Background: an optimization exercise with open tools, aiming at small area, a short achievable clock period and few clock cycles per item. Do not read the settings as production practice. Only simulation tests tie the RTL to the original design; equivalence was not proved. Power is estimated from default activity; no workload was simulated.

==> inputs of wip/violet <==
## mnist_head
module mnist_head(
    input               clk,
    input               rst_n,
    input  [15:0]       my_input,
    input               input_valid,
    output [16:0]       output_data,
    output [159:0]      output_scores,
    output              output_valid);
==> flow/config.mk <==
export PLATFORM = sky130hd
export DESIGN_NAME = mnist_head
export DESIGN_NICKNAME = mnist_head
export VERILOG_FILES = /design/flow/design.v
export SDC_FILE = /design/flow/constraint.sdc
export NUM_CORES = 4
export LEC_CHECK = 0
export CAP_MARGIN = 20
export CORE_MARGIN = 2
export CORE_UTILIZATION = 55
export SLEW_MARGIN = 20
==> flow/constraint.sdc <==
create_clock -name core_clock -period 10.0 [get_ports {clk}]
set_input_delay 2.0000 -clock core_clock [delete_from_list [all_inputs] [get_ports {clk}]]
set_output_delay 2.0000 -clock core_clock [all_outputs]
set_load 0.01 [all_outputs]
standard.sh (not shown) runs the stock make flow with config.mk's settings and CLKGATE_MAP_FILE= SYNTH_SCRIPT=/design/flow/synth_recipe.tcl, a recipe that flattens the netlist after the stock synthesis.
==> flow/flow/run.sh <==
#!/bin/bash
# Own layout flow: the standard layout (standard.sh) with two changes to how
# the layout is made, none to the constraints:
#  - synthesis uses the reference script with Yosys's fine-stage "abc -fast"
#    skipped (synth -noabc), so that the carry-save adder trees written in the RTL
#    map onto full-adder cells without inverters between them; the final ABC
#    mapping, the registers and their names are unchanged;
#  - repair_timing aims for a larger setup slack (SETUP_SLACK_MARGIN).
# Each tool's output goes to the ORFS logs under orfs/logs; make's own output to
# flow_standard.log here.
set -euo pipefail
W=$PWD
sed 's/yosys synth -nofsm -noshare/yosys synth -nofsm -noshare -noabc/' synth_recipe.tcl > flow_synth.tcl
grep -q -- '-noabc' flow_synth.tcl
sed "s|SYNTH_SCRIPT=[^ ]*|SYNTH_SCRIPT=$W/flow_synth.tcl|" standard.sh > flow_standard.sh
grep -q "SYNTH_SCRIPT=$W/flow_synth.tcl" flow_standard.sh
export SETUP_SLACK_MARGIN=${FLOW_SETUP_MARGIN:-6.6}
bash flow_standard.sh > flow_standard.log 2>&1
==> wip/fjord: changes against wip/violet <==
--- a/flow/design.v
+++ b/flow/design.v
@@ -9,18 +9,21 @@
 reg [15:0] xr0;
 always @(posedge clk) xr0 <= my_input;
 reg [15:0] xr1;
 always @(posedge clk) xr1 <= my_input;
 reg [9:0] kh;
-reg       d1, d2, d3, ov;
+reg       d1, d2, ov;
+reg       d3;
 wire [9:0] kn;    
 assign kn[0] = input_valid & ~(|kh[8:0]);
 assign kn[9:1] = {9{input_valid}} & kh[8:0];
 always @(posedge clk or negedge rst_n)
     if (!rst_n) kh <= 10'd0;
     else kh <= kn;
 wire first = kh[0];
+wire kn_idle = ~(|kn);
+wire kh_idle = ~(|kh);
 wire [17:0] xs0 = {{2{xr0[15]}}, xr0};
 reg [30:0] as0, ac0;
 reg n0_one0;
 always @(posedge clk) n0_one0 <= kn[3] | kn[4] | kn[7] | kn[8];
 reg n0_two0;
@@ -3575,42 +3578,52 @@
 wire [29:0] sum9 = as9 + ac9;
 wire [14:0] sc9 = sum9[29] ? 15'd0 : (|sum9[28:27]) ? 15'h7fff : sum9[26:12];
 reg [14:0] score9;
 always @(posedge clk) score9 <= sc9;
 assign output_scores[159:144] = {1'b0, score9};
-function [18:0] pick;   
-    input [18:0] a, b;   
-    pick = (b[14:0] > a[14:0]) ? b : a;
-endfunction
-wire [18:0] e0 = {4'd0, score0};
-wire [18:0] e1 = {4'd1, score1};
-wire [18:0] e2 = {4'd2, score2};
-wire [18:0] e3 = {4'd3, score3};
-wire [18:0] e4 = {4'd4, score4};
-wire [18:0] e5 = {4'd5, score5};
-wire [18:0] e6 = {4'd6, score6};
-wire [18:0] e7 = {4'd7, score7};
-wire [18:0] e8 = {4'd8, score8};
-wire [18:0] e9 = {4'd9, score9};
-wire [18:0] l1_0 = pick(e0, e1);
-wire [18:0] l1_1 = pick(e2, e3);
-wire [18:0] l1_2 = pick(e4, e5);
-wire [18:0] l1_3 = pick(e6, e7);
-wire [18:0] l1_4 = pick(e8, e9);
-wire [18:0] l2_0 = pick(l1_0, l1_1);
-wire [18:0] l2_1 = pick(l1_2, l1_3);
-reg [18:0] r2_0, r2_1, r2_2;
-always @(posedge clk) begin r2_0 <= l2_0; r2_1 <= l2_1; r2_2 <= l1_4; end
-wire [18:0] l3_0 = pick(r2_0, r2_1);
-wire [18:0] l4 = pick(l3_0, r2_2);
+wire hi0 = score1 > score0;    
+reg [15:0] pr0;    
+always @(posedge clk) pr0 <= hi0 ? {1'b1, score1} : {1'b0, score0};
+wire hi1 = score3 > score2;    
+reg [15:0] pr1;    
+always @(posedge clk) pr1 <= hi1 ? {1'b1, score3} : {1'b0, score2};
+wire hi2 = score5 > score4;    
+reg [15:0] pr2;    
+always @(posedge clk) pr2 <= hi2 ? {1'b1, score5} : {1'b0, score4};
+wire hi3 = score7 > score6;    
+reg [15:0] pr3;    
+always @(posedge clk) pr3 <= hi3 ? {1'b1, score7} : {1'b0, score6};
+wire hi4 = score9 > score8;    
+reg [15:0] pr4;    
+always @(posedge clk) pr4 <= hi4 ? {1'b1, score9} : {1'b0, score8};
+wire gt1_0 = pr1[14:0] > pr0[14:0];    
+wire gt2_0 = pr2[14:0] > pr0[14:0];    
+wire gt3_0 = pr3[14:0] > pr0[14:0];    
+wire gt4_0 = pr4[14:0] > pr0[14:0];    
+wire gt2_1 = pr2[14:0] > pr1[14:0];    
+wire gt3_1 = pr3[14:0] > pr1[14:0];    
+wire gt4_1 = pr4[14:0] > pr1[14:0];    
+wire gt3_2 = pr3[14:0] > pr2[14:0];    
+wire gt4_2 = pr4[14:0] > pr2[14:0];    
+wire gt4_3 = pr4[14:0] > pr3[14:0];    
+wire win0 = ~gt1_0 & ~gt2_0 & ~gt3_0 & ~gt4_0;
+wire win1 = ~gt2_1 & ~gt3_1 & ~gt4_1 & gt1_0;
+wire win2 = ~gt3_2 & ~gt4_2 & gt2_0 & gt2_1;
+wire win3 = ~gt4_3 & gt3_0 & gt3_1 & gt3_2;
+wire win4 = gt4_0 & gt4_1 & gt4_2 & gt4_3;
+wire [3:0] widx =
+    ({4{win0}} & {3'd0, pr0[15]}) | ({4{win1}} & {3'd1, pr1[15]}) |
+    ({4{win2}} & {3'd2, pr2[15]}) | ({4{win3}} & {3'd3, pr3[15]}) |
+    ({4{win4}} & {3'd4, pr4[15]});
 reg [3:0] idx;
-always @(posedge clk) idx <= l4[18:15];
+always @(posedge clk) idx <= widx;
 assign output_data = {13'd0, idx};
 assign output_valid = ov;
 always @(posedge clk or negedge rst_n)
     if (!rst_n) begin
-        d1 <= 1'b0; d2 <= 1'b0; d3 <= 1'b0; ov <= 1'b0;
+        d1 <= 1'b0; d2 <= 1'b0; ov <= 1'b0;
+        d3 <= 1'b0;
     end else begin
         d1 <= kh[9];
         d2 <= d1;
         d3 <= d2;
         ov <= d3;
==> comparison table <==
quantity                                                wip/fjord      wip/violet
Largest net degree at the start of global routing             168             137
Net switching power                                       18.0 mW         19.4 mW
Worst-path maximum fanout                                      31               8
Post-synthesis instance area                          0.0901 mm^2     0.0881 mm^2
Met3 usage in global routing                                7.97%           8.48%
Power density normalized to cell area                 387 mW/mm^2     412 mW/mm^2
Post-Syn Area per Cell                                  10.4 um^2       10.4 um^2
Initial Utilization                                         55.4%           55.5%
WP buf/inv                                                      1               6
Async set or reset register ratio after synthesis           1.37%           1.41%
Proportion of power drawn by the clock network              12.7%           11.2%
Met1 routed wirelength after detailed routing              123 mm          120 mm
Power consumed by the clock network                       4.98 mW         4.73 mW
WP data required                                         10.67 ns        10.63 ns
Vias in the first global route                             69,900          70,000
Final RePlAce weighted congestion                           0.909           0.898
Worst clock skew                                        0.0514 ns       0.0464 ns
Outcome                                            finished clean  finished clean
Testbench counts of wip/violet, summed over its fixed seeds: cycles 33,600, items 2,400.
Testbench counts of wip/fjord, summed over its fixed seeds: cycles 33,600, items 2,400.

[static timing again, ports no longer ideal]
The results above use ideal ports. As a check the final layouts listed here were re-extracted and re-timed, cells and wires unchanged. Step 1: set_driving_cell puts a clkbuf_16 on clk and a buf_2 on each other input, an assumption about the parent block. Step 2 also shifts input and output timing later by t, the mid clock arrival at the registers, as if the neighbouring blocks saw the same clock. Slacks: ideal ports / drivers / drivers and shift; pairs: ideal ports / drivers.
run | t, ns | slack for setup (ns) | worst hold slack (ns) | clock arrival spread, ns
wip/violet | 0.863 | 6.148 / 6.148 / 5.711 | 0.359 / 0.359 / 0.359 | 0.052 / 0.053
wip/fjord | 0.877 | 6.590 / 6.500 / 5.890 | 0.350 / 0.350 / 0.350 | 0.052 / 0.053
After both steps setup and hold are still met in every run listed. For wip/fjord, which loses most, drivers alone change the setup slack by -0.090 ns; drivers and shift together by -0.700 ns.
